Context: an optimization exercise on an open-source flow, tuned for small area. The choices shown serve that exercise and are no tape-out recipe.
The RTL was checked by simulation tests, not by an equivalence proof against the original design.

## try-yarrow
## countertest
module countertest(input clk, original, input [3:0] in, input rstn,
                   input [3:0] operations, output [7:0] y,
                   output [3:0] Anode_Activate);
For scale: ~70 flip-flops, about 23 I/O pins, ~4400 um2 of cells after synthesis.
Settings: LEC_CHECK=0, CAP_MARGIN=20, CORE_MARGIN=2, CORE_UTILIZATION=70, GPL_TIMING_DRIVEN=0, SLEW_MARGIN=20; clock period 250.0 ns.
standard.sh (not shown) runs the stock make flow with config.mk's settings and CLKGATE_MAP_FILE= SYNTH_SCRIPT=/design/flow/synth_recipe.tcl, a recipe that flattens the netlist after the stock synthesis.
==> flow/flow/run.sh <==
#!/bin/bash
# Layout flow: the standard ORFS flow (standard.sh) with these changes,
# all made through ORFS variables and a copy of ORFS's synth.tcl:
#  - synthesis maps the combinational logic with flow/area.abc instead of the
#    ORFS ABC script, and leaves adders to ABC (no extract_fa adder cells, no
#    Kogge-Stone carry lookahead); flip-flops are mapped by the same
#    dfflibmap step, so the registers are those of the standard synthesis;
#  - every port still gets a buffer, a buf_1 cell;
#  - CTS builds the clock tree from clkbuf_4 cells without dummy loads; if a
#    flip-flop clock pin of the finished layout then has a slew above
#    110 ps, CTS and the later steps are run again with clkbuf_8 cells.
# Each tool's output goes to a log file in this folder (flow_*.log) and to
# ORFS's own logs under orfs/logs.
set -uo pipefail
W=$(pwd)
F=$W/flow
sed -e "s|^\(\s*\)log_cmd abc {\*}\$abc_args|\1set abc_args [lreplace \$abc_args 1 1 $F/area.abc]; log_cmd abc {*}\$abc_args|" \
    -e 's|"-extra-map $::env(FLOW_HOME)/platforms/common/lcu_kogge_stone.v"|""|' \
    "$FLOW_HOME/scripts/synth.tcl" > "$W/own_orfs_synth.tcl"
grep -q "area.abc" "$W/own_orfs_synth.tcl" || { echo "synth.tcl patch failed"; exit 1; }
sed -e "s|source \$::env(SCRIPTS_DIR)/synth.tcl|source $W/own_orfs_synth.tcl|" \
    "$W/synth_recipe.tcl" > "$W/own_synth.tcl"
grep -q "own_orfs_synth" "$W/own_synth.tcl" || { echo "synth_recipe.tcl patch failed"; exit 1; }

mkscript () {   # $1: clock buffer cell, $2: script name
  local cts="-sink_clustering_enable -repair_clock_nets -dont_use_dummy_load -root_buf $1 -buf_list $1"
  sed -e "s|SYNTH_SCRIPT=[^ ]*|SYNTH_SCRIPT=$W/own_synth.tcl ADDER_MAP_FILE= 'BUFFER_PORTS_ARGS=-buffer_cell sky130_fd_sc_hd__buf_1' 'CTS_ARGS=$cts'|" \
      "$W/standard.sh" > "$W/$2"
  grep -q "own_synth.tcl" "$W/$2" || { echo "standard.sh patch failed"; exit 1; }
}
mkscript sky130_fd_sc_hd__clkbuf_4 own_standard.sh
mkscript sky130_fd_sc_hd__clkbuf_8 own_standard8.sh

bash "$W/own_standard.sh" finish > "$W/flow_make.log" 2>&1
rc=$?
tail -n 20 "$W/flow_make.log"
[ $rc -eq 0 ] || exit $rc

RES=$(ls -d "$W"/orfs/results/*/countertest/base)
LIB_FILE=$(ls "$FLOW_HOME"/platforms/sky130hd/lib/sky130_fd_sc_hd__tt_025C_1v80.lib) RES=$RES \
  openroad -no_init -exit "$F/clkslew.tcl" > "$W/flow_slew.log" 2>&1
slew=$(sed -n 's/^MAXCLKSLEW //p' "$W/flow_slew.log")
echo "clock pin slew with clkbuf_4: ${slew:-unknown} ns"
if [ -z "$slew" ] || python3 -c "import sys; sys.exit(0 if float('$slew') > 0.050 else 1)"; then
  echo "rebuilding the clock tree with clkbuf_8"
  rm -f "$W/out/final.def"
  bash "$W/own_standard8.sh" clean_cts clean_route clean_finish > "$W/flow_clean.log" 2>&1
  bash "$W/own_standard8.sh" finish > "$W/flow_make8.log" 2>&1
  rc=$?
  tail -n 20 "$W/flow_make8.log"
  exit $rc
fi
exit 0
Other scripts of this flow, unchanged in this note and not shown: flow/flow/area.abc, flow/flow/clkslew.tcl
Here is what was changed in the inputs of try-willow compared with try-yarrow.
diff --git a/flow/flow/run.sh b/flow/flow/run.sh
--- a/flow/flow/run.sh
+++ b/flow/flow/run.sh
@@ -4,5 +4,7 @@
 #  - synthesis maps the combinational logic with flow/area.abc instead of the
-#    ORFS ABC script, and leaves adders to ABC (no extract_fa adder cells, no
-#    Kogge-Stone carry lookahead); flip-flops are mapped by the same
-#    dfflibmap step, so the registers are those of the standard synthesis;
+#    ORFS ABC script, run with six &deepsyn seeds, keeping the smallest
+#    result (flow/abc_multi.tcl), and leaves adders to ABC (no extract_fa
+#    adder cells, no Kogge-Stone carry lookahead); flip-flops are mapped by
+#    the same dfflibmap step, so the registers are those of the standard
+#    synthesis;
 #  - every port still gets a buffer, a buf_1 cell;
@@ -10,3 +12,3 @@
 #    flip-flop clock pin of the finished layout then has a slew above
-#    110 ps, CTS and the later steps are run again with clkbuf_8 cells.
+#    118 ps, CTS and the later steps are run again with clkbuf_8 cells.
 # Each tool's output goes to a log file in this folder (flow_*.log) and to
@@ -16,6 +18,13 @@
 F=$W/flow
-sed -e "s|^\(\s*\)log_cmd abc {\*}\$abc_args|\1set abc_args [lreplace \$abc_args 1 1 $F/area.abc]; log_cmd abc {*}\$abc_args|" \
+# one ABC script per &deepsyn seed; abc_multi.tcl keeps the smallest result
+scripts=""
+for sd in 0 1 2 3 4 5; do
+  sed "s/&deepsyn -T 20/\&deepsyn -T 20 -S $sd/" "$F/area.abc" > "$W/own_area_$sd.abc"
+  scripts="$scripts $W/own_area_$sd.abc"
+done
+{ echo "set own_abc_scripts {$scripts}"; cat "$F/abc_multi.tcl"; } > "$W/own_abc_multi.tcl"
+sed -e "s|^\(\s*\)log_cmd abc {\*}\$abc_args|\1source $W/own_abc_multi.tcl|" \
     -e 's|"-extra-map $::env(FLOW_HOME)/platforms/common/lcu_kogge_stone.v"|""|' \
     "$FLOW_HOME/scripts/synth.tcl" > "$W/own_orfs_synth.tcl"
-grep -q "area.abc" "$W/own_orfs_synth.tcl" || { echo "synth.tcl patch failed"; exit 1; }
+grep -q "own_abc_multi.tcl" "$W/own_orfs_synth.tcl" || { echo "synth.tcl patch failed"; exit 1; }
 sed -e "s|source \$::env(SCRIPTS_DIR)/synth.tcl|source $W/own_orfs_synth.tcl|" \
@@ -43,3 +52,3 @@
 echo "clock pin slew with clkbuf_4: ${slew:-unknown} ns"
-if [ -z "$slew" ] || python3 -c "import sys; sys.exit(0 if float('$slew') > 0.050 else 1)"; then
+if [ -z "$slew" ] || python3 -c "import sys; sys.exit(0 if float('$slew') > 0.118 else 1)"; then
   echo "rebuilding the clock tree with clkbuf_8"
==> flow/flow/abc_multi.tcl (new file) <==
# Included in place of synth.tcl's ABC call. Maps the logic with ABC once per
# script in own_abc_scripts (the same script with different &deepsyn seeds)
# and keeps the result with the smallest standard-cell area.
design -save own_pre_abc
set own_best -1
foreach own_script $own_abc_scripts {
  design -load own_pre_abc
  log_cmd abc {*}[lreplace $abc_args 1 1 $own_script]
  set own_txt [tee -q -s result.string stat {*}$lib_args]
  set own_area -1
  regexp {Chip area for module[^:]*:\s*([0-9.]+)} $own_txt -> own_area
  puts "own flow: ABC script $own_script gives area $own_area"
  if { $own_area > 0 && ($own_best < 0 || $own_area < $own_best) } {
    set own_best $own_area
    design -save own_best_abc
  }
}
design -load own_best_abc
puts "own flow: kept area $own_best"
## What came out
Diff try-willow and try-yarrow: final worst-path setup slack higher in try-willow
In try-willow the post-route minimum period turned out 0.10 ns lower than in try-yarrow.
Post-detailed-route wirelength per cell in try-willow vs try-yarrow: up 3.4%
Here is what was changed in the inputs of try-quartz compared with try-willow.
diff --git a/flow/flow/run.sh b/flow/flow/run.sh
--- a/flow/flow/run.sh
+++ b/flow/flow/run.sh
@@ -4,7 +4,5 @@
 #  - synthesis maps the combinational logic with flow/area.abc instead of the
-#    ORFS ABC script, run with six &deepsyn seeds, keeping the smallest
-#    result (flow/abc_multi.tcl), and leaves adders to ABC (no extract_fa
-#    adder cells, no Kogge-Stone carry lookahead); flip-flops are mapped by
-#    the same dfflibmap step, so the registers are those of the standard
-#    synthesis;
+#    ORFS ABC script, and leaves adders to ABC (no extract_fa adder cells, no
+#    Kogge-Stone carry lookahead); flip-flops are mapped by the same
+#    dfflibmap step, so the registers are those of the standard synthesis;
 #  - every port still gets a buffer, a buf_1 cell;
@@ -12,3 +10,3 @@
 #    flip-flop clock pin of the finished layout then has a slew above
-#    118 ps, CTS and the later steps are run again with clkbuf_8 cells.
+#    110 ps, CTS and the later steps are run again with clkbuf_8 cells.
 # Each tool's output goes to a log file in this folder (flow_*.log) and to
@@ -18,13 +16,6 @@
 F=$W/flow
-# one ABC script per &deepsyn seed; abc_multi.tcl keeps the smallest result
-scripts=""
-for sd in 0 1 2 3 4 5; do
-  sed "s/&deepsyn -T 20/\&deepsyn -T 20 -S $sd/" "$F/area.abc" > "$W/own_area_$sd.abc"
-  scripts="$scripts $W/own_area_$sd.abc"
-done
-{ echo "set own_abc_scripts {$scripts}"; cat "$F/abc_multi.tcl"; } > "$W/own_abc_multi.tcl"
-sed -e "s|^\(\s*\)log_cmd abc {\*}\$abc_args|\1source $W/own_abc_multi.tcl|" \
+sed -e "s|^\(\s*\)log_cmd abc {\*}\$abc_args|\1set abc_args [lreplace \$abc_args 1 1 $F/area.abc]; log_cmd abc {*}\$abc_args|" \
     -e 's|"-extra-map $::env(FLOW_HOME)/platforms/common/lcu_kogge_stone.v"|""|' \
     "$FLOW_HOME/scripts/synth.tcl" > "$W/own_orfs_synth.tcl"
-grep -q "own_abc_multi.tcl" "$W/own_orfs_synth.tcl" || { echo "synth.tcl patch failed"; exit 1; }
+grep -q "area.abc" "$W/own_orfs_synth.tcl" || { echo "synth.tcl patch failed"; exit 1; }
 sed -e "s|source \$::env(SCRIPTS_DIR)/synth.tcl|source $W/own_orfs_synth.tcl|" \
@@ -52,3 +43,3 @@
 echo "clock pin slew with clkbuf_4: ${slew:-unknown} ns"
-if [ -z "$slew" ] || python3 -c "import sys; sys.exit(0 if float('$slew') > 0.118 else 1)"; then
+if [ -z "$slew" ] || python3 -c "import sys; sys.exit(0 if float('$slew') > 0.110 else 1)"; then
   echo "rebuilding the clock tree with clkbuf_8"
removed: flow/flow/abc_multi.tcl
Results
In the reports for try-quartz and try-willow, the larger global-route usage over all layers belongs to try-willow.
Of try-quartz and try-willow, the run reporting the higher final standard cell utilization of the core was try-quartz.
From try-willow to try-quartz the numbers moved as follows: wire length after detailed routing decreased by 3.3% relative to the old numbers; highest clock rate closely matched the old numbers.
Die width is higher on try-quartz
Delta (try-quartz minus try-willow): cell area after layout went up 2.0%, fraction of standard cell area that is sequential decreased 0.73 points, total via count after detailed routing now smaller.

afterwards: timing with drivers on the ports:
The results above use ideal ports. As a check the final layouts listed here were re-extracted and re-timed, cells and wires unchanged. Step 1, drivers: a clkbuf_16 drives clk and a buf_2 each remaining input, both assumed. Step 2 also shifts input and output timing later by t, the mid clock arrival at the registers, as if the neighbouring blocks saw the same clock. Slacks: no drivers / after step 1 / after step 2; pairs: no drivers / after step 1.
run	shift t [ns]	setup slack, ns	worst setup path at the end	latest minus earliest clock arrival (ns)
try-yarrow	0.381	148.881 / 148.860 / 148.860	input to output	0.017 / 0.017
try-willow	0.440	148.981 / 148.955 / 148.955	input to output	0.036 / 0.037
try-quartz	0.381	148.881 / 148.860 / 148.860	input to output	0.017 / 0.017
After both steps every run listed still meets setup and hold. For try-willow, which loses most, drivers alone change the setup slack by -0.026 ns; drivers and shift together by -0.026 ns.
